Background: an optimization exercise with open tools, aiming at small area. Do not read the settings as production practice.
Function was not checked in any run shown here: the RTL went through the layout flow alone.
Power and IR drop assume default switching activity.

## design/flow/design.v

```verilog
`timescale 1ns/1ps
module data_shifter
   (
   mem_clk,
   rst_n,
   mem_mr_xfer_valid,
   mem_mr_error,
   cont_wr_rd_req,
   mem_mr_xfer_wr_rd,
   mem_mr_xfer_btype,
   mem_mr_xfer_addr,
   mem_mr_xfer_len,
   mem_mr_wdata_valid,
   mem_mr_wdata,
   mem_mr_wlast,
   mem_mr_wstrb,
   mr8_bsize,
   xmittr_ack,
   mem_mr_xfer_ack,
   xmit_engn_wdata_ack,
   mem_mr_wdata_ack,
   spl_dpd_entry_valid,
   spl_dpd_exit_valid,
   spl_hs_entry_valid,
   spl_hs_exit_valid,
   spl_glbl_reset_valid,
   mem_spl_xfer_in_prgrs,
   mr_access_reg,
   mr_access,
   dpd_exit_cycle_cnt,
   hs_exit_cycle_cnt,
   mem_base_addr,
   mem_top_addr,
   cmd,
   mr8_btype,
   start_track,  
   wr_rd,        
   first_addr,   
   xfer_btype,
   xfer_mem_len,
   wr_tcem_pg_bndry_expired,
   wr_last_addr,
  mr8_rbx,
  prev_cmd,
  rd_done_reg,
  rd_pg_bndry_expired_sync,
  rd_last_addr,
  rd_cnt_sync,
  min_dqs_cnt_rch,
   rd_done,
   rd_stretch,
   dqs_timeout,
   almost_full_reg,
   pending_xfer,
   rcv_dq_fifo_flush_en,
   rcv_dq_fifo_flush_done,
   spl_instrn_dpd_exit_prgrs,
   spl_instrn_hs_exit_prgrs,
   spl_instrn_glbl_rst_prgrs,
   tcem_expired,
   tcph_expired,
   trc_expired,
   trst_expired,
   txhs_expired,
   txdpd_expired,
   sclk_en,
   ce_n_ip,
   dq_out_ip,
   dm_ip,
   dq_oe_ip,
   dm_oe_ip
   );
parameter AXI_DATA_WIDTH = 32;  
parameter FIFO_ADDR_WIDTH = 4;
localparam DQS_CNT_WIDTH = (AXI_DATA_WIDTH==32) ? 10: ((AXI_DATA_WIDTH==64) ? 11 : 12);
localparam INCR = 2'b01;
localparam WRAP = 2'b10;
parameter IDLE               = 4'd0;
parameter SEND_CMD                = 4'd1;
parameter ADDR               = 4'd2;
parameter TX_LATENCY         = 4'd3;
parameter TX_DATA            = 4'd4; 
parameter WAIT_TR_EXPIRY     = 4'd5;
parameter HS_EXIT            = 4'd6;
parameter DPD_EXIT           = 4'd7;
parameter RD_DATA            = 4'd8;
parameter RD_ERR_FINISH      = 4'd9;
parameter WR_ERR_FINISH      = 4'd10;
parameter WAIT_RCV_DQ_FIFO_FLUSH = 4'd11;
input                      mem_clk;
input                      rst_n;
input                      mem_mr_xfer_valid;
input [1:0]                mem_mr_error;
input                      cont_wr_rd_req;
input                      mem_mr_xfer_wr_rd;
input [1:0]                mem_mr_xfer_btype;
input [31:0]               mem_mr_xfer_addr;
input [DQS_CNT_WIDTH-1:0]  mem_mr_xfer_len;
input                      mem_mr_wdata_valid;
input [31:0]               mem_mr_wdata;
input [3:0]                mem_mr_wstrb;
input                      mem_mr_wlast;
output [1:0]               mr8_bsize;
output                     xmittr_ack;
input                      mem_mr_xfer_ack;
output                     xmit_engn_wdata_ack;
input                      mem_mr_wdata_ack;
input                      spl_dpd_entry_valid;
input                      spl_dpd_exit_valid;
input                      spl_hs_entry_valid;
input                      spl_hs_exit_valid;
input                      spl_glbl_reset_valid;
output                     mem_spl_xfer_in_prgrs;
output                     mr_access_reg;
input                      mr_access;
input [3:0]                dpd_exit_cycle_cnt;
input [3:0]                hs_exit_cycle_cnt;
input [24:0]               mem_base_addr;
input [24:0]               mem_top_addr;
input   [7:0]              cmd;
output                     start_track;  
output                     wr_rd;        
output  [31:0]             first_addr;   
output [1:0]               xfer_btype;
output [DQS_CNT_WIDTH-1:0] xfer_mem_len;
input                      wr_tcem_pg_bndry_expired;
input   [31:0]             wr_last_addr;
output                     mr8_rbx;
output  [7:0]              prev_cmd;
output                     rd_done_reg;
input                      rd_pg_bndry_expired_sync;
input  [31:0]              rd_last_addr;
input                      rd_cnt_sync;
input                      min_dqs_cnt_rch;
input tcem_expired;
input                      rd_done;
input                      rd_stretch;
input                      dqs_timeout;
input                      almost_full_reg;
output                     pending_xfer;
output                     rcv_dq_fifo_flush_en;
input                      rcv_dq_fifo_flush_done;
output                     mr8_btype;
output                     spl_instrn_dpd_exit_prgrs;
output                     spl_instrn_hs_exit_prgrs;
output                     spl_instrn_glbl_rst_prgrs;
input                      tcph_expired;
input                      trc_expired;
input                      trst_expired;
input                      txhs_expired;
input                      txdpd_expired;
output                     sclk_en;
output                     ce_n_ip;
output   [15:0]            dq_out_ip;
output   [1:0]             dm_ip;
output                     dq_oe_ip;
output                     dm_oe_ip;
reg [3:0]               pres_state, next_state;
reg [1:0]               mr8_bsize, next_mr8_bsize;                     
reg                     xmittr_ack, next_xmittr_ack;
reg                     xmit_engn_wdata_ack_int, next_xmit_engn_wdata_ack_int;
reg                     mem_spl_xfer_in_prgrs, next_mem_spl_xfer_in_prgrs;
reg                     rcv_dq_fifo_flush_en, next_rcv_dq_fifo_flush_en;
reg                     mr8_btype, next_mr8_btype;
reg                     cmd_ack, next_cmd_ack;
reg                     start_track, next_start_track;
reg                     wr_rd, next_wr_rd;
reg [31:0]              first_addr, next_first_addr;
reg [1:0]               xfer_btype, next_xfer_btype;
reg [DQS_CNT_WIDTH-1:0] xfer_mem_len, next_xfer_mem_len;
reg                     mr8_rbx, next_mr8_rbx;
reg                     sclk_en, next_sclk_en;
reg                     ce_n_ip, next_ce_n_ip;
reg [15:0]              dq_out_ip, next_dq_out_ip;
reg [1:0]               dm_ip, next_dm_ip;
reg                     dq_oe_ip, next_dq_oe_ip;
reg                     dm_oe_ip, next_dm_oe_ip;
reg                     rd_done_reg, next_rd_done_reg; 
reg [3:0]               ce_low_to_low_cntr, next_ce_low_to_low_cntr;
reg                     success_xfer, next_success_xfer;
reg [2:0]               mr4_wr_lat , next_mr4_wr_lat;
reg [7:0]               next_prev_cmd       , prev_cmd;
reg                     next_addr_cycle_cnt , addr_cycle_cnt;
reg [2:0]               next_wait_cntr      , wait_cntr;
reg [1:0]               next_addr_cntr             , addr_cntr             ;
reg                     tcem_expired_reg, next_tcem_expired_reg;
reg                     next_pending_xfer          , pending_xfer          ;
reg                     next_reg_1                  , reg_1                  ;
reg                     next_cnt                   , cnt                   ;
reg [36:0]              next_wr_data_reg0          , wr_data_reg0          ;
reg [36:0]              next_wr_data_reg1          , wr_data_reg1          ;
reg [1:0]               next_wdata_avail_cnt       , wdata_avail_cnt       ;
reg                     next_trc_expired_reg       , trc_expired_reg       ;
reg                     next_tcph_expired_reg      , tcph_expired_reg      ;
reg                     spl_instrn_hs_exit_prgrs, next_spl_instrn_hs_exit_prgrs;
reg                     spl_instrn_dpd_exit_prgrs, next_spl_instrn_dpd_exit_prgrs;
reg                     spl_instrn_glbl_rst_prgrs, next_spl_instrn_glbl_rst_prgrs;
reg                     wr_tcem_pg_bndry_expired_reg, next_wr_tcem_pg_bndry_expired_reg;
reg                     min_one_wr_xfer_cmplt, next_min_one_wr_xfer_cmplt;
reg odd_wrap_wr_xfer, next_odd_wrap_wr_xfer;
reg odd_wrap_wr_rem, next_odd_wrap_wr_rem;
reg [8:0] rem_wr_data, next_rem_wr_data;
reg mr_access_reg, next_mr_access_reg;
reg next_spl_dpd_exit_valid_reg     , spl_dpd_exit_valid_reg   ; 
reg next_spl_dpd_entry_valid_reg    , spl_dpd_entry_valid_reg   ;
reg next_spl_hs_exit_valid_reg      , spl_hs_exit_valid_reg     ;
reg next_spl_hs_entry_valid_reg     , spl_hs_entry_valid_reg    ;
reg next_spl_glbl_reset_valid_reg , spl_glbl_reset_valid_reg;
reg [31:0] wrap_wr_addr; 
reg pending_mr8_wr, next_pending_mr8_wr;
reg mr8_wr_complete, next_mr8_wr_complete;
wire [31:0]              first_addr_dur_rd_tcem_expiry;
wire last_xfer;
wire cont_wr_xfer_valid;
wire last_xfer_lsb;
wire [3:0]                mem_mr_wmask;
wire mem_boundary_cross;
assign first_addr_dur_rd_tcem_expiry = rd_last_addr + 1;
assign mem_boundary_cross = tcem_expired_reg ? ((first_addr_dur_rd_tcem_expiry < mem_base_addr) || (first_addr_dur_rd_tcem_expiry > mem_top_addr)) : 
                             ((first_addr < mem_base_addr) || (first_addr > mem_top_addr));
assign last_xfer          = reg_1 ? wr_data_reg1[36] : wr_data_reg0 [36];
assign cont_wr_xfer_valid = cont_wr_rd_req & mem_mr_xfer_valid & (!(|mem_mr_error)) & mem_mr_xfer_wr_rd;
assign last_xfer_lsb      = last_xfer && (reg_1 ? (&wr_data_reg1[35:34]) : (&wr_data_reg0[35:34]));
assign mem_mr_wmask = {!mem_mr_wstrb[3],!mem_mr_wstrb[2], !mem_mr_wstrb[1], !mem_mr_wstrb[0]};
assign xmit_engn_wdata_ack = wdata_avail_cnt==2 ? 1'b0 : xmit_engn_wdata_ack_int;
wire 			[6:0] 	req_in_wrap_size;
wire 			[6:0] 	ap_mem_wrap_size;
assign ap_mem_wrap_size= ('b10000) << mr8_bsize;
assign req_in_wrap_size  = mem_mr_xfer_len << 1;
always @ (posedge mem_clk or negedge rst_n)
begin
if(~rst_n)
begin
   pres_state                   <= IDLE;
   mr8_bsize                    <= 2'b01;
   xmittr_ack                   <= 1'b0;
   xmit_engn_wdata_ack_int      <= 1'b0;
   mem_spl_xfer_in_prgrs        <= 1'b0;
   mr8_btype                    <= 1'b1;
   rcv_dq_fifo_flush_en         <= 1'b0;
   cmd_ack                      <= 1'b0;
   start_track                  <= 1'b0;
   wr_rd                        <= 1'b0;
   first_addr                   <= 32'd0;
   xfer_btype                   <= 2'd0;
   xfer_mem_len                 <= {DQS_CNT_WIDTH{1'b0}};
   mr8_rbx                      <= 1'b0;  
   sclk_en                      <= 1'b0;
   ce_n_ip                      <= 1'b1;
   dq_out_ip                    <= 16'd0;
   dm_ip                        <= 2'd0;
   dq_oe_ip                     <= 1'b0;
   dm_oe_ip                     <= 1'b0; 
   rd_done_reg                  <= 1'b0;
   ce_low_to_low_cntr           <= 4'd0;
   success_xfer                 <= 1'b0;
   mr4_wr_lat                   <= 3'd5;
   prev_cmd                     <= 8'd0; 
   addr_cycle_cnt               <= 1'b0;
   wait_cntr                    <= 3'd0;
   addr_cntr                    <= 2'd0;
   tcem_expired_reg             <= 1'b0;
   pending_xfer                 <= 1'b0;
   reg_1                        <= 1'b0;
   cnt                          <= 1'b0;
   wr_data_reg0                 <= 37'd0;
   wr_data_reg1                 <= 37'd0;
   wdata_avail_cnt              <= 2'd0;
   trc_expired_reg              <= 1'b0;
   tcph_expired_reg             <= 1'b0;
   spl_instrn_hs_exit_prgrs     <= 1'b0; 
   spl_instrn_dpd_exit_prgrs    <= 1'b0; 
   spl_instrn_glbl_rst_prgrs    <= 1'b0;
   wr_tcem_pg_bndry_expired_reg <= 1'b0;
   min_one_wr_xfer_cmplt        <= 1'b0;
   odd_wrap_wr_xfer             <= 1'b0; 
   odd_wrap_wr_rem              <= 1'b0; 
   rem_wr_data                  <= 9'd0;
   mr_access_reg                <= 1'b1;
   spl_dpd_exit_valid_reg       <= 1'b0; 
   spl_dpd_entry_valid_reg      <= 1'b0;
   spl_hs_exit_valid_reg        <= 1'b0;
   spl_hs_entry_valid_reg       <= 1'b0;
   spl_glbl_reset_valid_reg     <= 1'b0;
pending_mr8_wr  <= 1'b0; 
mr8_wr_complete <= 1'b0; 
end
else
begin
   pres_state                <= next_state;
   mr8_bsize                 <= next_mr8_bsize;
   xmittr_ack                <= next_xmittr_ack           ;
   xmit_engn_wdata_ack_int   <= next_xmit_engn_wdata_ack_int  ;
   mem_spl_xfer_in_prgrs     <= next_mem_spl_xfer_in_prgrs;
   mr8_btype                 <= next_mr8_btype            ;
   rcv_dq_fifo_flush_en      <= next_rcv_dq_fifo_flush_en;
   cmd_ack                   <= next_cmd_ack              ;
   start_track               <= next_start_track          ;
   wr_rd                     <= next_wr_rd                ;
   first_addr                <= next_first_addr           ;
   xfer_btype                <= next_xfer_btype;
   xfer_mem_len              <= next_xfer_mem_len;
   mr8_rbx                   <= next_mr8_rbx              ;
   sclk_en                   <= next_sclk_en              ;
   ce_n_ip                   <= next_ce_n_ip              ;
   dq_out_ip                 <= next_dq_out_ip            ;
   dm_ip                     <= next_dm_ip                ;
   dq_oe_ip                  <= next_dq_oe_ip          ;
   dm_oe_ip                  <= next_dm_oe_ip          ;
   rd_done_reg                  <= next_rd_done_reg;
   ce_low_to_low_cntr           <= next_ce_low_to_low_cntr   ;
   success_xfer                 <= next_success_xfer         ;
   mr4_wr_lat                   <= next_mr4_wr_lat;
   prev_cmd                     <= next_prev_cmd;
   addr_cycle_cnt               <= next_addr_cycle_cnt;
   wait_cntr                    <= next_wait_cntr;     
   addr_cntr                    <= next_addr_cntr              ;
   tcem_expired_reg             <= next_tcem_expired_reg;
   pending_xfer                 <= next_pending_xfer           ;
   reg_1                        <= next_reg_1                   ;
   cnt                          <= next_cnt                    ;
   wr_data_reg0                 <= next_wr_data_reg0           ;
   wr_data_reg1                 <= next_wr_data_reg1           ;
   wdata_avail_cnt              <= next_wdata_avail_cnt        ;
   trc_expired_reg              <= next_trc_expired_reg        ;
   tcph_expired_reg             <= next_tcph_expired_reg       ;
   spl_instrn_hs_exit_prgrs     <= next_spl_instrn_hs_exit_prgrs;
   spl_instrn_dpd_exit_prgrs    <= next_spl_instrn_dpd_exit_prgrs;
   spl_instrn_glbl_rst_prgrs    <=  next_spl_instrn_glbl_rst_prgrs;
   wr_tcem_pg_bndry_expired_reg <= next_wr_tcem_pg_bndry_expired_reg;
   min_one_wr_xfer_cmplt        <= next_min_one_wr_xfer_cmplt;
   odd_wrap_wr_xfer             <= next_odd_wrap_wr_xfer;
   odd_wrap_wr_rem              <= next_odd_wrap_wr_rem;
   rem_wr_data                  <= next_rem_wr_data;     
   mr_access_reg                <= next_mr_access_reg;
   spl_dpd_exit_valid_reg       <= next_spl_dpd_exit_valid_reg   ; 
   spl_dpd_entry_valid_reg      <= next_spl_dpd_entry_valid_reg   ;
   spl_hs_exit_valid_reg        <= next_spl_hs_exit_valid_reg     ;
   spl_hs_entry_valid_reg       <= next_spl_hs_entry_valid_reg    ;
   spl_glbl_reset_valid_reg     <= next_spl_glbl_reset_valid_reg;
pending_mr8_wr  <=  next_pending_mr8_wr  ;
mr8_wr_complete <=  next_mr8_wr_complete ;
end                                                       
end                                                      
always @ *
begin
   case(mr8_bsize)
   'b00: wrap_wr_addr = &mem_mr_xfer_addr[3:0] ? {mem_mr_xfer_addr[31:4],4'd0} : mem_mr_xfer_addr + 32'd1;  
   'b01: wrap_wr_addr = &mem_mr_xfer_addr[4:0] ? {mem_mr_xfer_addr[31:5],5'd0} : mem_mr_xfer_addr + 32'd1;  
   'b10: wrap_wr_addr = &mem_mr_xfer_addr[5:0] ? {mem_mr_xfer_addr[31:6],6'd0} : mem_mr_xfer_addr + 32'd1;  
    default : wrap_wr_addr = mem_mr_xfer_addr;
   endcase
end
always @ *
begin
next_state                   = pres_state;
next_mr8_bsize               = mr8_bsize;            
next_xmittr_ack              = 1'b0;
next_mem_spl_xfer_in_prgrs   = mem_spl_xfer_in_prgrs;
next_mr8_btype               = mr8_btype;            
next_rcv_dq_fifo_flush_en    = 1'b0;
next_cmd_ack                 = 1'b0;
next_start_track             = wr_rd ? 1'b0 : start_track;
next_wr_rd                   = wr_rd;     
next_first_addr              = first_addr;
next_xfer_btype              = xfer_btype;
next_xfer_mem_len            = xfer_mem_len;
next_mr8_rbx                 = mr8_rbx;              
next_sclk_en                 = sclk_en;              
next_ce_n_ip                 = ce_n_ip;              
next_dq_out_ip               = dq_out_ip;
next_dm_ip                   = dm_ip;   
next_dq_oe_ip                = dq_oe_ip;          
next_dm_oe_ip                = dm_oe_ip;          
next_rd_done_reg             = rd_done ? 1'b1 : rd_done_reg;
next_ce_low_to_low_cntr      = ce_low_to_low_cntr;   
next_success_xfer            = success_xfer;
next_mr4_wr_lat              = mr4_wr_lat;           
next_prev_cmd                = prev_cmd;
next_addr_cycle_cnt          = addr_cycle_cnt;
next_wait_cntr               = wait_cntr;
next_addr_cntr               = addr_cntr; 
next_tcem_expired_reg        = tcem_expired_reg;
next_pending_xfer            = pending_xfer;
next_reg_1                   = reg_1;
next_cnt                     = cnt==0 && mem_mr_wdata_valid && xmit_engn_wdata_ack ? 1'b1 : cnt;
next_wr_data_reg0            = cnt==0 && mem_mr_wdata_valid && xmit_engn_wdata_ack ?{mem_mr_wlast,mem_mr_wmask,mem_mr_wdata} :wr_data_reg0;
next_wr_data_reg1            = cnt==1 && mem_mr_wdata_valid && xmit_engn_wdata_ack ?{mem_mr_wlast,mem_mr_wmask,mem_mr_wdata} :wr_data_reg1;
next_wdata_avail_cnt         = mem_mr_wdata_valid && xmit_engn_wdata_ack && success_xfer ? wdata_avail_cnt + 1 : wdata_avail_cnt;
next_xmit_engn_wdata_ack_int = cnt==0 && success_xfer ? 1'b1:
                               cnt==1 && success_xfer && (!reg_1) && mem_mr_wdata_valid ? 1'b0 : xmit_engn_wdata_ack_int && success_xfer; 
next_trc_expired_reg           = trc_expired ? 1'b1 : trc_expired_reg  ;
next_tcph_expired_reg          = tcph_expired ? 1'b1 : tcph_expired_reg;
next_spl_instrn_hs_exit_prgrs  = spl_instrn_hs_exit_prgrs;
next_spl_instrn_dpd_exit_prgrs = spl_instrn_dpd_exit_prgrs;
next_spl_instrn_glbl_rst_prgrs = spl_instrn_glbl_rst_prgrs;
next_wr_tcem_pg_bndry_expired_reg = wr_tcem_pg_bndry_expired ? 1'b1 : wr_tcem_pg_bndry_expired_reg;
next_min_one_wr_xfer_cmplt     = min_one_wr_xfer_cmplt;
next_xfer_btype                = mem_mr_xfer_ack ? mem_mr_xfer_btype : xfer_btype;
next_xfer_mem_len              = mem_mr_xfer_ack ? mem_mr_xfer_len : xfer_mem_len;
next_odd_wrap_wr_xfer          = odd_wrap_wr_xfer;
next_odd_wrap_wr_rem           = odd_wrap_wr_rem;
next_rem_wr_data               = rem_wr_data;
next_mr_access_reg             = mr_access_reg; 
next_spl_dpd_exit_valid_reg    = spl_dpd_exit_valid ? 1'b1 : spl_dpd_exit_valid_reg  ;
next_spl_dpd_entry_valid_reg   = spl_dpd_entry_valid ? 1'b1 : spl_dpd_entry_valid_reg ;
next_spl_hs_exit_valid_reg     = spl_hs_exit_valid ? 1'b1 : spl_hs_exit_valid_reg   ;
next_spl_hs_entry_valid_reg    = spl_hs_entry_valid? 1'b1 : spl_hs_entry_valid_reg  ;
next_spl_glbl_reset_valid_reg  = spl_glbl_reset_valid ? 1'b1 : spl_glbl_reset_valid_reg  ;
next_pending_mr8_wr  = pending_mr8_wr;
next_mr8_wr_complete = mr8_wr_complete;
case(pres_state)
IDLE:
begin
next_sclk_en = 1'b0;
next_ce_n_ip = 1'b1;
next_mem_spl_xfer_in_prgrs = 1'b0;
next_dq_oe_ip      = 1'b0;
next_dm_oe_ip         = 1'b0;
next_trc_expired_reg   = 1'b0;  
next_tcph_expired_reg  = 1'b0;  
   if(mem_mr_xfer_valid)
   begin
      if(|mem_mr_error)
      begin
         next_success_xfer = 1'b0; 
         next_xmittr_ack   = 1'b1;
         next_state        = mem_mr_xfer_wr_rd ? WR_ERR_FINISH : RD_ERR_FINISH;
      end
      else
      begin
        if(mem_mr_xfer_btype==WRAP && (|(req_in_wrap_size^ap_mem_wrap_size)) && (!pending_mr8_wr)) 
         begin
	 next_pending_mr8_wr = 1'b1;    
         next_mr8_btype     = 1'b1; 
         next_mr8_bsize     = (mem_mr_xfer_len[3] ? 2'b00 : mem_mr_xfer_len[4] ? 2'b01 : 2'b10);
         next_success_xfer  = 1'b0; 
         next_xmittr_ack    = 1'b0;
         next_mr_access_reg = 1'b1;
         next_start_track   = 1'b0;
         next_wr_rd         = 1'b1;
         next_first_addr    = {24'd0, 8'd8};  
         next_addr_cntr     = addr_cntr;  
         next_ce_n_ip       = 1'b0;
         next_state         = SEND_CMD;
         end
         else
         begin
         next_mr8_wr_complete = 1'b0;
         next_success_xfer  = 1'b1; 
         next_xmittr_ack    = 1'b1;
         next_mr_access_reg = mr_access ? 1'b1 : 1'b0;
         next_start_track   = mr_access ? 1'b0 : (mem_mr_xfer_wr_rd ? 1'b0: 1'b1) ;
         next_wr_rd         = mem_mr_xfer_wr_rd;         
         next_first_addr    = mr_access ? {mem_mr_xfer_addr[31:1],1'b0} : (mem_mr_xfer_btype==WRAP && mem_mr_xfer_wr_rd && mem_mr_xfer_addr[0]) ? 				  wrap_wr_addr : {mem_mr_xfer_addr[31:1],1'b0};
         next_addr_cntr        = {mem_mr_xfer_addr[1],1'b0};  
         next_odd_wrap_wr_xfer = mem_mr_xfer_btype==WRAP && mem_mr_xfer_wr_rd && mem_mr_xfer_addr[0];  
         next_ce_n_ip       = 1'b0;
         next_state         = SEND_CMD;
         end
      end
   end
   else if (spl_dpd_entry_valid || spl_hs_entry_valid || spl_glbl_reset_valid || 
            spl_dpd_entry_valid_reg || spl_hs_entry_valid_reg || spl_glbl_reset_valid_reg ) 
   begin
      next_mr_access_reg             = 1'b1;
      next_spl_dpd_entry_valid_reg   = 1'b0 ;
      next_spl_hs_entry_valid_reg    = 1'b0 ;
      next_spl_glbl_reset_valid_reg  = 1'b0 ;
      next_ce_n_ip                   = 1'b0;
      next_state                     = SEND_CMD;
      next_wr_rd                     = 1'b1;     
      next_mem_spl_xfer_in_prgrs     = 1'b1;
      next_first_addr                = {24'd0, 8'd6};  
      next_wr_data_reg0              = spl_dpd_entry_valid || spl_dpd_entry_valid_reg ? {wr_data_reg0 [36:8],8'hC0} : 
                                       spl_hs_entry_valid || spl_hs_entry_valid_reg ? {wr_data_reg0 [36:8],8'hF0} : wr_data_reg0;
      next_mr8_btype                 = spl_hs_entry_valid || spl_hs_entry_valid_reg ? mr8_btype  : 1'b1;   
      next_mr8_bsize                 = spl_hs_entry_valid || spl_hs_entry_valid_reg ? mr8_bsize  : 2'b01;
      next_mr8_rbx                   = spl_hs_entry_valid || spl_hs_entry_valid_reg ? mr8_rbx    : 1'b0; 
      next_mr4_wr_lat                = spl_hs_entry_valid || spl_hs_entry_valid_reg ? mr4_wr_lat : 3'd5;
      next_spl_instrn_glbl_rst_prgrs = spl_glbl_reset_valid || spl_glbl_reset_valid_reg ? 1'b1 : spl_instrn_glbl_rst_prgrs;
   end
   else if (spl_dpd_exit_valid || spl_dpd_exit_valid_reg)
   begin
      next_spl_dpd_exit_valid_reg    = 1'b0;
      next_ce_n_ip                   = 1'b0;
      next_state                     = DPD_EXIT;
      next_mem_spl_xfer_in_prgrs     = 1'b1;
      next_ce_low_to_low_cntr        = dpd_exit_cycle_cnt;
      next_spl_instrn_dpd_exit_prgrs = 1'b1;
   end
   else if(spl_hs_exit_valid || spl_hs_exit_valid_reg)
   begin
      next_spl_hs_exit_valid_reg    = 1'b0;
      next_ce_n_ip                  = 1'b0;
      next_state                    = HS_EXIT;
      next_mem_spl_xfer_in_prgrs    = 1'b1;
      next_ce_low_to_low_cntr       = hs_exit_cycle_cnt;
      next_spl_instrn_hs_exit_prgrs = 1'b1;
   end
   else
   begin
      next_state        = pres_state;
   end
end
SEND_CMD:
begin
next_addr_cycle_cnt    = 1'b0;
   if(pending_xfer)  
   begin
      next_pending_xfer = 1'b0; 
      next_sclk_en     = 1'b1;
      next_dq_oe_ip    = 1'b1;
      next_dm_oe_ip    = wr_rd ? 1'b1 : 1'b0;
      next_dq_out_ip   = (wr_rd ? {8'hA0,8'hA0} : {8'h20,8'h20});  
      next_dm_ip     = 2'b00;
      next_state     = ADDR;
      next_prev_cmd  =  wr_rd ? 8'hA0 : 8'h20;  
   end
   else
   begin
      next_sclk_en     = 1'b1;
      next_dq_oe_ip = 1'b1;
      next_dm_oe_ip    = wr_rd ? 1'b1 : 1'b0;
      next_cmd_ack   = pending_mr8_wr ? 1'b0 : 1'b1;
      next_dq_out_ip = pending_mr8_wr ? { 8'hC0, 8'hC0} : {cmd, cmd};
      next_dm_ip     = 2'b00;
      next_state     = ADDR;
      next_prev_cmd  = cmd;
   end
end
ADDR:
begin
   if(|addr_cycle_cnt)  
   begin
      next_addr_cycle_cnt = 1'b0;
      next_dq_out_ip      = {first_addr[7:0],first_addr[15:8]};
      next_dm_ip          = 2'b00;
      next_state          = mr_access_reg ? (wr_rd ? TX_DATA : RD_DATA) : (wr_rd ? TX_LATENCY : RD_DATA);
      next_wait_cntr      = (!mr_access_reg) && wr_rd ? mr4_wr_lat - 3'd1 : wait_cntr;
      next_start_track    = mr_access_reg ? 1'b0 : start_track;
   end
   else  
   begin
      next_addr_cycle_cnt = 1'b1;
      next_dq_out_ip      = {first_addr[23:16],first_addr[31:24]};
      next_dm_ip          = 2'b00;
      next_state          = pres_state;
   end
end
TX_LATENCY:
begin
   next_start_track = (wait_cntr==3'd2);  
   if(wait_cntr==3'd0)
   begin
      next_wait_cntr = 3'd0;
      if (|wdata_avail_cnt)
      begin
      next_min_one_wr_xfer_cmplt = 1'b1;
      next_sclk_en = odd_wrap_wr_xfer ? 1'b0 : 1'b1;
      next_rem_wr_data  = odd_wrap_wr_xfer ? (addr_cntr[1]   ? {wr_data_reg0[35],wr_data_reg0[31:24]} : 
                          {wr_data_reg0[33],wr_data_reg0[15:8]} ) : rem_wr_data;
      next_odd_wrap_wr_xfer = 1'b0;
      next_odd_wrap_wr_rem  = odd_wrap_wr_xfer ? 1'b1 : odd_wrap_wr_rem ;
         case(addr_cntr)       
            2'b00:
            begin
               next_dq_out_ip       = reg_1 ?  wr_data_reg1[15:0] : wr_data_reg0[15:0];
               next_dm_ip           = reg_1 ?  wr_data_reg1[33:32] : wr_data_reg0[33:32];
               next_addr_cntr       = last_xfer_lsb & cont_wr_xfer_valid ? {mem_mr_xfer_addr[1],1'b0} : 2'd2;
               next_state           = last_xfer_lsb ? 
			              (cont_wr_xfer_valid ? TX_DATA : WAIT_TR_EXPIRY) : pres_state;
               next_xmittr_ack      = last_xfer_lsb ? 
                                      cont_wr_xfer_valid : 1'b0;
               next_reg_1           = last_xfer_lsb ? 1'b0 : reg_1;
               next_cnt             = last_xfer_lsb ? 1'b0 : (cnt==0 && mem_mr_wdata_valid && xmit_engn_wdata_ack) || cnt;
               next_wdata_avail_cnt = last_xfer_lsb ? 2'd0 : (mem_mr_wdata_valid && xmit_engn_wdata_ack ?wdata_avail_cnt+1 : wdata_avail_cnt);
               next_pending_xfer  = last_xfer_lsb ? cont_wr_xfer_valid : 1'b1;
            end
            2'b10: 
            begin
               next_dq_out_ip       = reg_1 ?  wr_data_reg1[31:16] : wr_data_reg0[31:16];
               next_dm_ip           = reg_1 ?  wr_data_reg1[35:34] : wr_data_reg0[35:34];
               next_addr_cntr       = last_xfer & cont_wr_xfer_valid ? {mem_mr_xfer_addr[1],1'b0} : 2'd0;
               next_state           = last_xfer ? (cont_wr_xfer_valid ? TX_DATA : WAIT_TR_EXPIRY) : TX_DATA;
               next_xmittr_ack      = last_xfer ? cont_wr_xfer_valid : 1'b0;
               next_reg_1           = last_xfer ? 1'b0 : (reg_1 ? 1'b0: 1'b1);
               next_cnt             = last_xfer ? 1'b0 : (reg_1 ? ((cnt==0 && mem_mr_wdata_valid  && xmit_engn_wdata_ack) || cnt) : 1'b0);
               next_wdata_avail_cnt = last_xfer ? 2'd0 : (mem_mr_wdata_valid && xmit_engn_wdata_ack ? wdata_avail_cnt : wdata_avail_cnt-1); 
               next_pending_xfer  = last_xfer ? cont_wr_xfer_valid : 1'b1;
            end
         endcase
      end
      else
      begin
         next_state        = TX_DATA;
         next_reg_1        = 1'b0;  
         next_sclk_en      = 1'b0;
      end
   end
   else
   begin
      next_wait_cntr = wait_cntr - 3'd1;
      next_state     = pres_state;
   end
end
TX_DATA:
begin
   if(mem_spl_xfer_in_prgrs)  
   begin
      next_dq_out_ip = wr_data_reg0[15:0];  
      next_dm_ip         = 2'b10;
      next_state         = spl_instrn_glbl_rst_prgrs ? WAIT_TR_EXPIRY : IDLE;
   end
   else if(mr_access_reg)  
   begin
      if(|wdata_avail_cnt || pending_mr8_wr)
      begin
         next_pending_mr8_wr  = 1'b0;
         next_mr8_wr_complete = pending_mr8_wr;
         next_sclk_en         = 1'b1;
         next_addr_cntr       = 2'd0;
         next_state           = WAIT_TR_EXPIRY;
         next_reg_1            = 1'b0;
         next_cnt             = 1'b0;
         next_wdata_avail_cnt = 2'd0;
         next_dq_out_ip       = pending_mr8_wr ? {2{4'd0,mr8_rbx, mr8_btype, mr8_bsize}} : 
                                |first_addr[1:0]   ? wr_data_reg0[31:16] : {8'd0,wr_data_reg0[7:0]};
         next_dm_ip           = pending_mr8_wr ? 2'b00 : |first_addr[1:0]   ? wr_data_reg0[35:34] : {1'b1,wr_data_reg0[32]};
         case(first_addr[3:0])
         4'd8: 
         begin
            next_mr8_bsize  = pending_mr8_wr ? mr8_bsize: wr_data_reg0[1:0]; 
            next_mr8_btype  = pending_mr8_wr ? mr8_btype: wr_data_reg0[2]; 
            next_mr8_rbx    = pending_mr8_wr ? mr8_rbx  : wr_data_reg0[3]; 
         end
         4'd4:
         begin
            next_mr4_wr_lat = wr_data_reg0[7:5] ==3'd0 ? 3'd3 :
	          	      wr_data_reg0[7:5] ==3'd4 ? 3'd4 :
	          	      wr_data_reg0[7:5] ==3'd2 ? 3'd5 :
	          	      wr_data_reg0[7:5] ==3'd6 ? 3'd6 :
	          	      wr_data_reg0[7:5] ==3'd1 ? 3'd7 : 3'd5;
         end
         default;
         endcase
      end
      else
      begin
         next_state   = pres_state;
         next_sclk_en = 1'b0;
      end 
   end
   else  
   begin
      if(wr_tcem_pg_bndry_expired && ((xfer_btype==WRAP && sclk_en) || xfer_btype==INCR))
      begin
         next_sclk_en    = 1'b0;
         next_first_addr = sclk_en ? wr_last_addr : wr_last_addr-2;
         next_reg_1      = |wdata_avail_cnt ? reg_1 : 1'b0;  
         next_state      = WAIT_TR_EXPIRY; 
         next_pending_xfer  = min_one_wr_xfer_cmplt ? pending_xfer : 1'b1;
      end
      else if(|wdata_avail_cnt)
      begin
         next_sclk_en          = odd_wrap_wr_xfer ? 1'b0 : 1'b1;
         next_rem_wr_data      = odd_wrap_wr_xfer ? (addr_cntr[1]   ? {wr_data_reg0[35],wr_data_reg0[31:24]} : 
                                 {wr_data_reg0[33],wr_data_reg0[15:8]} ) : rem_wr_data;
         next_odd_wrap_wr_xfer = 1'b0;
         case(addr_cntr[1:0])
         2'b00:
         begin
         next_odd_wrap_wr_rem  = last_xfer_lsb ? 1'b0 : (odd_wrap_wr_xfer ? 1'b1 : odd_wrap_wr_rem);
         next_dq_out_ip    = last_xfer_lsb && odd_wrap_wr_rem ? 
                             (reg_1 ? {rem_wr_data[7:0],wr_data_reg1[7:0]} : {rem_wr_data[7:0],wr_data_reg0[7:0]}) :
			     (reg_1 ? wr_data_reg1[15:0] : wr_data_reg0[15:0]);
         next_dm_ip        = last_xfer_lsb && odd_wrap_wr_rem ?
                             (reg_1 ? {rem_wr_data[8],wr_data_reg1[32]} : {rem_wr_data[8],wr_data_reg0[32]}) :
   			     (reg_1 ? wr_data_reg1[33:32] : wr_data_reg0[33:32]); 
         next_addr_cntr    = last_xfer_lsb & cont_wr_xfer_valid ? {mem_mr_xfer_addr[1],1'b0} : 2'd2;
         next_state        = last_xfer_lsb ? 
	  	             (cont_wr_xfer_valid ? pres_state : WAIT_TR_EXPIRY) : pres_state;
         next_xmittr_ack   = last_xfer_lsb ? 
                                cont_wr_xfer_valid : 1'b0;
         next_reg_1        = last_xfer_lsb ? 1'b0 : reg_1;
         next_cnt          = last_xfer_lsb ? 1'b0 : (cnt==0 && mem_mr_wdata_valid && xmit_engn_wdata_ack) || cnt;
         next_wdata_avail_cnt = last_xfer_lsb ? 2'd0 : (mem_mr_wdata_valid && xmit_engn_wdata_ack ? wdata_avail_cnt+1 : wdata_avail_cnt);
         next_pending_xfer  = last_xfer_lsb ? cont_wr_xfer_valid : 1'b1;
         end
         2'b10:
         begin
         next_odd_wrap_wr_rem  = last_xfer ? 1'b0 : (odd_wrap_wr_xfer ? 1'b1 : odd_wrap_wr_rem);
         next_dq_out_ip    = last_xfer && odd_wrap_wr_rem ? 
                             (reg_1 ? {rem_wr_data[7:0],wr_data_reg1[23:16]} : {rem_wr_data[7:0],wr_data_reg0[23:16]}) :
			     (reg_1 ? wr_data_reg1[31:16] : wr_data_reg0[31:16]);
         next_dm_ip        = last_xfer && odd_wrap_wr_rem ?
                             (reg_1 ? {rem_wr_data[8],wr_data_reg1[34]} : {rem_wr_data[8],wr_data_reg0[34]}) :
   			     (reg_1 ? wr_data_reg1[35:34] : wr_data_reg0[35:34]); 
         next_addr_cntr    = last_xfer & cont_wr_xfer_valid ? {mem_mr_xfer_addr[1],1'b0} : 2'd0;
         next_state        = last_xfer ? (cont_wr_xfer_valid ? pres_state : WAIT_TR_EXPIRY) : pres_state;
         next_xmittr_ack   = last_xfer ? cont_wr_xfer_valid : 1'b0;
         next_reg_1        = last_xfer ? 1'b0 : (reg_1 ? 1'b0: 1'b1);
         next_cnt          = last_xfer ? 1'b0 : (reg_1 ? ((cnt==0 && mem_mr_wdata_valid  && xmit_engn_wdata_ack) || cnt) : 1'b0);
         next_wdata_avail_cnt = last_xfer ? 2'd0 : (mem_mr_wdata_valid && xmit_engn_wdata_ack ? wdata_avail_cnt : wdata_avail_cnt-1); 
         next_pending_xfer  = last_xfer ? cont_wr_xfer_valid : 1'b1;
         end
         default;
         endcase
      end
      else
      begin
         next_state   = pres_state;
         next_sclk_en = 1'b0;
         next_reg_1   = 1'b0;  
      end 
   end
end
HS_EXIT:
begin
   if(|ce_low_to_low_cntr)
   begin
      next_ce_low_to_low_cntr = ce_low_to_low_cntr - 1;
      next_state              = pres_state;      
   end
   else 
   begin
      next_ce_n_ip               = 1'b1;
      next_mem_spl_xfer_in_prgrs = txhs_expired ? 1'b0 : mem_spl_xfer_in_prgrs;
      next_spl_instrn_hs_exit_prgrs = txhs_expired ? 1'b0 : spl_instrn_hs_exit_prgrs;
      next_state                 = txhs_expired ? IDLE : pres_state;
   end
end
DPD_EXIT:
begin
   if(|ce_low_to_low_cntr)
   begin
      next_ce_low_to_low_cntr = ce_low_to_low_cntr - 1;
      next_state              = pres_state;      
   end
   else 
   begin
      next_ce_n_ip               = 1'b1;
      next_mem_spl_xfer_in_prgrs = txdpd_expired ? 1'b0 : mem_spl_xfer_in_prgrs;
      next_state                 = txdpd_expired ? IDLE : pres_state;
      next_spl_instrn_dpd_exit_prgrs = txdpd_expired ? 1'b0 : spl_instrn_dpd_exit_prgrs;
   end
end
RD_DATA:
begin
next_dq_oe_ip = 1'b0;
next_dm_oe_ip    = 1'b0;  
   if(dqs_timeout)  
   begin
      next_pending_xfer      = 1'b0;
      next_start_track       = 1'b0;
      next_rd_done_reg       = 1'b0;      
      next_state             = WAIT_RCV_DQ_FIFO_FLUSH;
      next_wait_cntr         = 3'd3;  
   end
   else if(rd_done || rd_done_reg) 
   begin
      next_sclk_en           = 1'b1;
      next_state             = start_track ? pres_state : (rd_cnt_sync ? pres_state : (rd_pg_bndry_expired_sync ? pres_state : WAIT_RCV_DQ_FIFO_FLUSH)) ; 
      next_start_track       = min_dqs_cnt_rch ? 1'b0 : start_track;
      next_rd_done_reg      = rd_done ? 1'b1 : rd_done_reg; 
      next_wait_cntr        = 3'd3;  
   end
   else if( tcem_expired || rd_pg_bndry_expired_sync) 
   begin
      next_tcem_expired_reg       = tcem_expired ? 1'b1 : tcem_expired_reg;
      next_pending_xfer           = 1'b1;
      next_first_addr             = tcem_expired ? first_addr :rd_last_addr + 1;  
      next_state                  = WAIT_TR_EXPIRY;         
      next_start_track            = min_dqs_cnt_rch ? 1'b0 : start_track;
      next_sclk_en                = 1'b1;
   end
   else if (rd_stretch)  
   begin
      next_sclk_en  = 1'b0;
      next_state    = pres_state;
   end
   else
   begin
      next_sclk_en              = 1'b1;
      next_state                = pres_state;
   end
end
WAIT_TR_EXPIRY:
begin
   if(spl_instrn_glbl_rst_prgrs)  
   begin
      next_mem_spl_xfer_in_prgrs = trst_expired ? 1'b0 : mem_spl_xfer_in_prgrs;
      next_sclk_en          = 1'b0;
      next_ce_n_ip          = sclk_en ? ce_n_ip : 1'b1;
      next_dq_oe_ip      = 1'b0;
      next_dm_oe_ip      = 1'b0;
      next_dm_ip         = 2'd0;
      next_spl_instrn_glbl_rst_prgrs = trst_expired ? 1'b0 : spl_instrn_glbl_rst_prgrs;
      next_state            = trst_expired ? IDLE : pres_state;
   end
   else  
   begin
      next_min_one_wr_xfer_cmplt = 1'b0;
      next_wr_tcem_pg_bndry_expired_reg = 1'b0;
      next_sclk_en       = wr_rd ? 1'b0 : (start_track ? sclk_en : (rd_cnt_sync ? 1'b1 : (rd_pg_bndry_expired_sync ? 1'b1 : 1'b0)));  
      next_ce_n_ip       = sclk_en ? ce_n_ip : 1'b1;
      next_dq_oe_ip      = 1'b0;
      next_dm_oe_ip      = 1'b0;
      next_dm_ip         = 2'd0;
      next_start_track   = min_dqs_cnt_rch ? 1'b0 : start_track;
      if(rd_done || rd_done_reg)
      begin
      next_pending_xfer  = 1'b0;
      next_state         = start_track ? pres_state : (rd_cnt_sync ? pres_state : (rd_pg_bndry_expired_sync ? pres_state : WAIT_RCV_DQ_FIFO_FLUSH)) ; 
      next_rd_done_reg   = 1'b1;
      next_wait_cntr     = 3'd3;  
      end
      else if((trc_expired || trc_expired_reg) && (tcph_expired || tcph_expired_reg) && (!almost_full_reg))
      begin
         next_trc_expired_reg  = 1'b0;
         next_tcph_expired_reg = 1'b0;
         next_tcem_expired_reg = 1'b0;
         next_first_addr       = mem_boundary_cross ? {7'd0,mem_base_addr} : wr_rd ? first_addr : rd_last_addr + 1;
         if(pending_xfer && ((!rd_done_reg) || (!rd_done)) )
         begin
            next_success_xfer    = success_xfer;  
            next_state           = SEND_CMD; 
            next_ce_n_ip         = 1'b0;
            next_start_track     = (wr_rd ? 1'b0: 1'b1) ;
            next_xfer_btype      = 2'd1;  
         end
         else
         begin
            next_rd_done_reg     = rd_done_reg || rd_done ? 1'b0 : rd_done_reg;
            next_success_xfer    = 1'b0;  
            next_state           = IDLE;
            next_ce_n_ip         = 1'b1;  
            next_cnt             = 1'b0;
            next_reg_1           = 1'b0;
            next_wdata_avail_cnt = 2'd0;
         end
      end      
      else
      begin
            next_state         = pres_state;
      end
   end
end
RD_ERR_FINISH:
begin
 next_rd_done_reg = 1'b0;
 next_state = rd_done ? IDLE : pres_state;  
end
WR_ERR_FINISH:
begin
 next_state = mem_mr_wdata_valid && mem_mr_wlast && mem_mr_wdata_ack ? IDLE : pres_state;
end
WAIT_RCV_DQ_FIFO_FLUSH:
begin
   next_sclk_en   = 1'b0;
   next_ce_n_ip   = sclk_en ? ce_n_ip : 1'b1;
   next_wait_cntr  = |wait_cntr ? wait_cntr-1 : wait_cntr; 
   next_rd_done_reg = wait_cntr==1 ? 1'b0 : rd_done_reg;
   next_rcv_dq_fifo_flush_en = wait_cntr==1 ? 1'b1 : 1'b0;
   next_state     = rcv_dq_fifo_flush_done ? WAIT_TR_EXPIRY :pres_state; 
end
endcase
end
endmodule
```

## design/flow/run.sh

```bash
#!/bin/bash
# synth_recipe.tcl (not shown) runs the flow's synth.tcl, then flattens the netlist and writes it again
# the make line also repeats each setting of config.mk as NAME=value (left out here)
make -C /OpenROAD-flow-scripts/flow DESIGN_CONFIG=/design/flow/config.mk WORK_HOME=/design/flow/orfs CLKGATE_MAP_FILE= SYNTH_SCRIPT=/design/flow/synth_recipe.tcl finish
```

## design/flow/config.mk

```make
export PLATFORM = sky130hd
export DESIGN_NAME = data_shifter
export DESIGN_NICKNAME = data_shifter
export VERILOG_FILES = /design/flow/design.v
export SDC_FILE = /design/flow/constraint.sdc
export NUM_CORES = 4
export LEC_CHECK = 0
export CAP_MARGIN = 20
export CORE_MARGIN = 2
export CORE_UTILIZATION = 40
export PLACE_DENSITY = 0.6
export SLEW_MARGIN = 20
```

## design/flow/constraint.sdc

```tcl
create_clock -name core_clock -period 6.0 [get_ports {mem_clk}]
set_input_delay 1.2000 -clock core_clock [delete_from_list [all_inputs] [get_ports {mem_clk}]]
set_output_delay 1.2000 -clock core_clock [all_outputs]
set_load 0.01 [all_outputs]
```

==> out/results.txt, run 1 <==
result of the run = complete, no violations
first-pass GRT wire length = 107 mm
Critical Path RT = 6.41 ns
WL/cell = 25.5 µm
Adder-Cell Fraction of Synth Area = 0.0841
Switch Pwr = 0.00428 W
layout cell share with drive strength beyond 1 = 0.0913
grt met2 use = 0.554
number of H-tree levels = 1
cells after synthesis = 1983
Ports = 332
register area share after synthesis = 0.317
Post-Syn Area = 0.0164 mm²
pin count of the biggest net entering global routing = 116
final WL = 73.0 mm
number of synthesized flops with an enable pin = 0
via count = 17400
Worst-Skew Late Latency = 0.54 ns
Final period util = 0.913
GRT Resource Usage Total = 0.338
Post-CTS Resized = 0
worst hold path class = flip-flop to flip-flop
number of CTS-inserted buffers = 24
area grow syn2layout = 31.0%
Reg clk slew, reported paths = 0.06 ns
Clock Path Buffers = 3
Primary FF master, synth = dfrtp_1
Critical Path AT = 5.89 ns
die area = 0.0426 mm²
Avg Cell Area, Syn = 8.26 µm²
final core utilization = 0.528
IO buf count = 331
Setup Total Neg Slack = 0 ns
leakage = 8.92 nW
Synth cell types = 80
crit-path max FO = 20
crit path launch = rd_last_addr[1]
clock sinks = 207
Setup Fix Bufs, Post-CTS = 0
kind of critical path = input pin to flip-flop
gr busiest metal = met2
largest registers = wr_data_reg0 (37), wr_data_reg1 (37), first_addr (32)
Critical R2R Launch = pres_state[1]
post-route ant nets = 0
Max-slew headroom = 0.259
Synth top area share = 0.307
main combinational cell family by area after synthesis = compound AO/OA/AOI/OAI gates
Synthesized Nets = 2335
RePlAce Congestion = 0.954
clk root buf = clkbuf_16
Comb power frac = 0.528
Cell Pwr Density = 442 mW/mm²
Synth Area in Compound Gates = 0.212
Synth Warn # = 1
Final setup viols = 0
met3 Use GR = 0.0382
post-synthesis simple-gate area fraction = 0.206
Flop pwr share = 0.297
vias in the first global route = 16800
reg2reg end = dq_out_ip[9]
Die H = 206 µm
Worst-Margin Slew = 1.11 ns
XOR/XNOR Fraction of Synth Area = 0.0428
CTS tree = done
final count of pins violating max slew = 0
Synth area leader = dfrtp_1
Worst Reg-to-Reg Cells = 7
DRT iter0 DRCs = 1806
antenna violations before repair = 3
f_max = 183 MHz
Net Sw Frac = 0.451
Hold Vio Cnt, Final = 0
Worst VDD drop = 0.316 mV
met1 Use GR = 0.452
die width = 206 µm
HPWL Detailed = 58.3 mm
synth top area cells = dfrtp_1 31%, ha_1 8.4%, nand2_1 5.7%
#FFs+latches synth = 207
Starting Density = 0.403
post-layout min period = 5.48 ns
drt pass-1 iters = 6
Via density = 6.06
Clk pwr share = 0.175
fin nets = 2668
max_cap viols = 0
# DRC = 0
mux share of post-synthesis cell area = 0.0931
Synth async-reset ratio = 1.00
RSZ-0062 raised after global routing = false
Critical Path Sink = first_addr[31]
Internal = 0.00521 W
total congestion overflow = 0
CP Capture Type = flip-flop
Core ar. = 0.0406 mm²
hold buffers post-CTS = 0
Reg2Reg Setup Slack = 1.89 ns
clk_skew = 0.0187 ns
crit path launch type = input pin
Cell Rows = 74
worst min path at each step:
stage,start,end,slack (ns),cells past startpoint
finish,wr_data_reg1[32],wr_data_reg1[32],0.48,2
global route,wr_data_reg1[20],wr_data_reg1[20],0.52,1
CTS,wr_data_reg1[32],wr_data_reg1[32],0.49,2
detailed placement,wr_data_reg1[32],wr_data_reg1[32],0.47,2
global placement,prev_cmd[5],prev_cmd[5],0.46,2
floorplan,wr_data_reg1[32],wr_data_reg1[32],0.44,2
worst max-delay path, stage by stage:
cell and delay (ns):
clkdlybuf4s50_1 0.51, nand3_1 0.12, or4_1 0.60, nor2_1 0.21, and4_1 0.25, and3_1 0.18
xor2_1 0.28, ha_1 0.19, nand3_1 0.09, nor4_1 0.39, buf_4 0.18, a21oi_1 0.05
a211oi_1 0.17, o21ai_0 0.16, a2111oi_4 0.33, buf_4 0.19, o21ai_2 0.06, o21a_2 0.33
buf_4 0.23, nor2_1 0.10, a21oi_1 0.05
layout make-up:
| cell class | instances | area, µm² |
|---|---|---|
| diodes | 2 | 5.00 |
| clock buffers | 31 | 688 |
| clock inverters | 13 | 204 |
| fillers | 3867 | 19200 |
| inverters | 94 | 353 |
| multi-input cells | 1586 | 10500 |
| flip-flops and latches | 207 | 5190 |
| well taps | 532 | 666 |
| repair buffers | 403 | 3880 |
cells by family after synthesis:
kind of cell               Yosys count
and+or+nand+nor                    732
AOI/OAI and AO/OA                  541
DFF                                207
buffers and inverters              190
muxes                              123
adders and majority gates          110
xor gates and xnor gates            80
cell usage in the layout, fill, tap and decap left out, drive strengths merged, types with 7 or more instances in the layout:
| cell | Yosys | routed |
|---|---|---|
| buf | 22 | 72 |
| a21o | 10 | 10 |
| mux2 | 54 | 54 |
| o221ai | 9 | 9 |
| nand2 | 249 | 249 |
| o311ai | 7 | 7 |
| o22ai | 29 | 29 |
| a31oi | 33 | 33 |
| a221oi | 29 | 29 |
| and2 | 13 | 13 |
| nand4 | 26 | 26 |
| a22oi | 7 | 7 |
| nand2b | 23 | 23 |
| nor4 | 17 | 17 |
| o21a | 14 | 14 |
| nand3 | 68 | 68 |
| a22o | 9 | 9 |
| clkdlybuf4s50 | 0 | 330 |
| a21oi | 154 | 154 |
| or3 | 15 | 15 |
| o31ai | 8 | 8 |
| o211ai | 20 | 20 |
| a211oi | 22 | 22 |
| nor3 | 49 | 49 |
| nor2 | 202 | 202 |
| nor2b | 14 | 14 |
| mux2i | 51 | 51 |
| dfrtp | 201 | 201 |
| xnor2 | 40 | 40 |
| nand3b | 8 | 8 |
| o21ai | 127 | 127 |
| ha | 110 | 110 |
| a222oi | 7 | 7 |
| and3 | 19 | 19 |
| mux4 | 18 | 18 |
| xor2 | 40 | 40 |
| clkbuf | 74 | 32 |
| a2111oi | 9 | 9 |
| inv | 94 | 95 |
synth_stat cells, drive strengths merged (6+ instances only):
cell type    n
a2111oi      9
a211oi      22
a21o        10
a21oi      154
a221oi      29
a222oi       7
a22o         9
a22oi        7
a31oi       33
and2        13
and3        19
buf         22
clkbuf      74
dfrtp      201
dfstp        6
ha         110
inv         94
mux2        54
mux2i       51
mux4        18
nand2      249
nand2b      23
nand3       68
nand3b       8
nand4       26
nor2       202
nor2b       14
nor3        49
nor3b        6
nor4        17
o211ai      20
o21a        14
o21ai      127
o221ai       9
o22ai       29
o311ai       7
o31ai        8
or3         15
xnor2       40
xor2        40
stage by stage:
stage	instances	hold WS (ns)	worst slack (ns)	power (W)	cell area (µm²)
finish	2868	0.482	0.523	0.00949	21500
global route	2868	0.516	0.166	0.0101	21500
CTS	2866	0.487	0.559	0.00943	21400
detailed placement	2822	0.473	0.0198	0.00775	20600
global placement	2822	0.461	0.100	0.00767	20600
floorplan	1983	0.445	1.10	0.00550	16400
power by group through the flow:
stage / logic, W / clock network, W / registers [W]
floorplan: 0.00300 / 0 / 0.00250
global placement: 0.00487 / 0 / 0.00281
detailed placement: 0.00493 / 0 / 0.00281
CTS: 0.00496 / 0.00168 / 0.00280
global route: 0.00545 / 0.00174 / 0.00288
finish: 0.00501 / 0.00166 / 0.00282
per-layer routing:
metal  vias up  routed length (µm)
met5         -                  13
met4         2                3330
met3       155                5420
met2       850               33600
met1      8412               30600
li1       7974                   -
==> run 2: changes to the inputs <==
==> design/flow/flow/run.sh (new file) <==
#!/bin/bash
# Standard ORFS layout (the standard.sh, unchanged synthesis) with port buffers
# made from the smallest buffer cell instead of the resizer's default choice.
set -euo pipefail
bash standard.sh "BUFFER_PORTS_ARGS=-buffer_cell sky130_fd_sc_hd__buf_1" finish > orfs_flow.log 2>&1
==> design/flow/standard.sh (new file) <==
#!/bin/bash
# synth_recipe.tcl (not shown) runs the flow's synth.tcl, then flattens the netlist and writes it again
# the make line also repeats each setting of config.mk as NAME=value (left out here)
make -C /OpenROAD-flow-scripts/flow DESIGN_CONFIG=/design/flow/config.mk WORK_HOME=/design/flow/orfs CLKGATE_MAP_FILE= SYNTH_SCRIPT=/design/flow/synth_recipe.tcl "${@:-finish}"
--- a/design/flow/config.mk
+++ b/design/flow/config.mk
@@ -5,8 +5,11 @@
 export SDC_FILE = /design/flow/constraint.sdc
 export NUM_CORES = 4
 export LEC_CHECK = 0
+export ABC_AREA = 1
 export CAP_MARGIN = 20
 export CORE_MARGIN = 2
-export CORE_UTILIZATION = 40
-export PLACE_DENSITY = 0.6
+export CORE_UTILIZATION = 60
+export CTS_BUF_LIST = sky130_fd_sc_hd__clkbuf_4 sky130_fd_sc_hd__clkbuf_8
+export GPL_TIMING_DRIVEN = 0
+export PLACE_DENSITY = 0.75
 export SLEW_MARGIN = 20
removed: design/flow/run.sh
==> run 2 against run 1 <==
Against the previous run:
- still clean on timing, DRC and antenna
- cell count increased by 21%
- synthesized cell count grew 36%
- sequential cell count unchanged
- critical path type unchanged
==> out/results.txt, run 2 <==
die width = 176 µm (was 206 µm)
largest registers = wr_data_reg0 (37), wr_data_reg1 (37), first_addr (32) (unchanged)
hold path cells = 2 (unchanged)
register area share after synthesis = 0.293 (was 0.317)
fillers = 2542 (was 3867)
most numerous cell in the Yosys netlist = nand2_1 (unchanged)
worst slack at placement = 0.422 ns (was 0.0198 ns)
Via density = 6.27 (was 6.06)
post-route ant nets = 0 (unchanged)
number of CTS-inserted buffers = 36 (was 24)
final WL = 74.0 mm (was 73.0 mm)
RSZ-0062 raised after global routing = false (unchanged)
clk root buf = clkbuf_8 (was clkbuf_16)
f_max = 193 MHz (was 183 MHz)
Commonest cells post-synth = 572 x nand2_1, 371 x inv_1, 368 x nor2_1, 242 x o21ai_0, 209 x nand3_1 (was 249 x nand2_1, 202 x nor2_1, 201 x dfrtp_1, 154 x a21oi_1, 126 x o21ai_0)
Synth cell types = 63 (was 80)
crit path launch type = input pin (unchanged)
Final setup viols = 0 (unchanged)
kind of critical path = input pin to flip-flop (unchanged)
Final period util = 0.863 (was 0.913)
number of synthesized flops with an enable pin = 0 (unchanged)
GRT Resource Usage Total = 0.471 (was 0.338)
commonest non-fill, non-tap cell in the layout = nand2_1 (was clkdlybuf4s50_1)
Synth Warn # = 1 (unchanged)
Hold Vio Cnt, Final = 0 (unchanged)
Post-CTS Resized = 0 (unchanged)
clock sinks = 207 (unchanged)
Max-slew headroom = 0.161 (was 0.259)
Clock Path Buffers = 3 (unchanged)
Avg Cell Area, Syn = 6.55 µm² (was 8.26 µm²)
Starting Density = 0.613 (was 0.403)
result of the run = complete, no violations (unchanged)
Post-Syn Area = 0.0177 mm² (was 0.0164 mm²)
Cell Rows = 62 (was 74)
Die H = 176 µm (was 206 µm)
CP Capture Type = flip-flop (unchanged)
IO buf count = 330 (was 331)
Synth async-reset ratio = 1.00 (unchanged)
HPWL Detailed = 59.6 mm (was 58.3 mm)
Critical Path RT = 6.44 ns (was 6.41 ns)
layout cell share with drive strength beyond 1 = 0.0475 (was 0.0913)
die area = 0.0309 mm² (was 0.0426 mm²)
worst hold path class = flip-flop to flip-flop (unchanged)
number of H-tree levels = 2 (was 1)
clk_skew = 0.0291 ns (was 0.0187 ns)
worst hold slack = 0.474 ns (was 0.482 ns)
Synth area leader = dfrtp_1 (unchanged)
post-layout min period = 5.18 ns (was 5.48 ns)
max_cap viols = 0 (unchanged)
final count of pins violating max slew = 0 (unchanged)
multi-input logic area = 0.0107 mm² (was 0.0105 mm²)
Worst VDD drop = 0.329 mV (was 0.316 mV)
synth top area cells = dfrtp_1 28%, nand2_1 12%, inv_1 7.9% (was dfrtp_1 31%, ha_1 8.4%, nand2_1 5.7%)
cells after synthesis = 2699 (was 1983)
CTS tree = done (unchanged)
#FFs+latches synth = 207 (unchanged)
Worst-Skew Late Latency = 0.58 ns (was 0.54 ns)
RePlAce Congestion = 1.07 (was 0.954)
Reg clk slew, reported paths = 0.06 ns (about the same)
Cell Pwr Density = 469 mW/mm² (was 442 mW/mm²)
Setup WS post-layout = 0.821 ns (was 0.523 ns)
WL/cell = 21.3 µm (was 25.5 µm)
leakage = 9.38 nW (was 8.92 nW)
via count = 21800 (was 17400)
# DRC = 0 (unchanged)
Setup Total Neg Slack = 0 ns (unchanged)
final core utilization = 0.703 (was 0.528)
Worst-Margin Slew = 1.25 ns (was 1.11 ns)
drt pass-1 iters = 8 (was 6)
DRT iter0 DRCs = 3137 (was 1806)
most frequent cells in the layout = 572 x nand2_1, 371 x inv_1, 368 x nor2_1, 334 x buf_1, 242 x o21ai_0 (was 330 x clkdlybuf4s50_1, 249 x nand2_1, 202 x nor2_1, 201 x dfrtp_1, 153 x a21oi_1)
Ports = 332 (unchanged)
Worst Reg-to-Reg Cells = 10 (was 7)
total congestion overflow = 0 (unchanged)
pin count of the biggest net entering global routing = 35 (was 116)
Core ar. = 0.0289 mm² (was 0.0406 mm²)
Critical Path AT = 5.62 ns (was 5.89 ns)
first-pass GRT wire length = 113 mm (was 107 mm)
antenna violations before repair = 1 (was 3)
Synth top area share = 0.284 (was 0.307)
area grow syn2layout = 14.7% (was 31.0%)
vias in the first global route = 20300 (was 16800)
fin nets = 3425 (was 2668)
Setup Fix Bufs, Post-CTS = 0 (unchanged)
hold buffers post-CTS = 0 (unchanged)
Synthesized Nets = 3051 (was 2335)
Primary FF master, synth = dfrtp_1 (unchanged)
crit-path max FO = 10 (was 20)
Sequential Area = 0.00519 mm² (unchanged)
[run 2: routing by layer]
metal  wire length (µm)  up-vias  global-route usage
met1              27700     9888               0.627
met5                 13        -                   0
met3              11100      350               0.123
met2              30300     1783               0.698
li1                   -     9792                   -
met4               4900        2               0.260
[run 2: cells by family (layout without fill, tap and decap cells)]
kind of cell,Yosys count,in the layout,share of synthesized area
AO/OA/AOI/OAI,569,569,0.188
buffers and inverters,467,865,0.101
flip-flops,207,207,0.293
adder cells (fa/ha/maj),110,110,0.0778
AND/OR/NAND/NOR,1284,1284,0.306
other,0,1,0
XOR/XNOR,37,37,0.0183
multiplexers,25,25,0.0156
[run 2: layout make-up]
type,instances,share of cell area
repair buffers,336,0.0670
flip-flops and latches,207,0.256
multi-input cells,2025,0.528
clock inverters,6,0.00253
clock buffers,56,0.0346
well taps,384,0.0237
inverters,385,0.0714
plain buffers,82,0.0171
diodes,1,0.000123
[run 2: power breakdown]
| group | internal [W] | switching, W | total (W) |
|---|---|---|---|
| logic | 0.00165 | 0.00367 | 0.00533 |
| registers | 0.00205 | 0.000737 | 0.00278 |
| clock network | 0.000753 | 0.000647 | 0.00140 |
[run 2: worst paths after layout]
kind | start | end | slack [ns]
min in group asynchronous | rst_n | spl_instrn_glbl_rst_prgrs | 0.63
max in group asynchronous | rst_n | wr_data_reg0[10] | 4.02
hold reg to reg | xfer_mem_len[1] | xfer_mem_len[1] | 0.47
hold / removal | xfer_mem_len[1] | xfer_mem_len[1] | 0.47
setup reg to reg | addr_cntr[1] | dq_out_ip[0] | 2.30
setup / recovery | rd_last_addr[0] | first_addr[0] | 0.82
[run 2: stage by stage]
| step | total power [W] | instances | area, µm² |
|---|---|---|---|
| after floorplan | 0.00581 | 2699 | 17700 |
| after global placement | 0.00752 | 3413 | 19400 |
| after detailed placement | 0.00775 | 3419 | 19500 |
| after CTS | 0.00918 | 3481 | 20300 |
| after global routing | 0.0100 | 3481 | 20300 |
| final | 0.00951 | 3482 | 20300 |
[run 2: worst max-delay path: stages]
cell and delay [ns]:
buf_1 0.37, ha_1 0.25, nand2_1 0.09, nor2_2 0.18, nand2_1 0.17, nor4_1 0.55, nand2_1 0.14, xor2_1 0.32
inv_1 0.18, ha_1 0.31, nand4_1 0.13, or3_1 0.33, inv_1 0.08, nand4_1 0.09, nand2_1 0.08, nand2_2 0.09
nand3_4 0.11, nand2_4 0.10, nand3_2 0.20, buf_2 0.25, nand3_1 0.18, nor2_1 0.15, nor2_1 0.05

## static timing again, ports no longer ideal
How much do the figures lean on ideal ports? The routed layouts below were timed once more, with nothing changed but the port constraints. Step 1, drivers: a clkbuf_16 drives mem_clk and a buf_2 each remaining input, both assumed. Step 2, shift: input delay + t, output delay - t, t = (earliest + latest rising clock arrival at the registers) / 2. This alone moves slack from input paths to output paths. Three values: ideal, step 1, step 2; two values: the first two.
run | shift t [ns] | slack for setup (ns) | latest minus earliest clock arrival (ns) | worst slew at a driven data input, ns | cell pins on the clock port's net
run 1 | 0.591 | 0.523 / 0.554 / -0.037 | 0.020 / 0.019 | 0.11 | 1
run 2 | 0.617 | 0.821 / 0.850 / 0.232 | 0.029 / 0.029 | 0.07 | 1
With both steps, setup timing fails in run 1, where it was met with ideal ports. The setup slack of run 2, which loses most, moves by +0.029 ns with the drivers and by -0.589 ns with both steps.
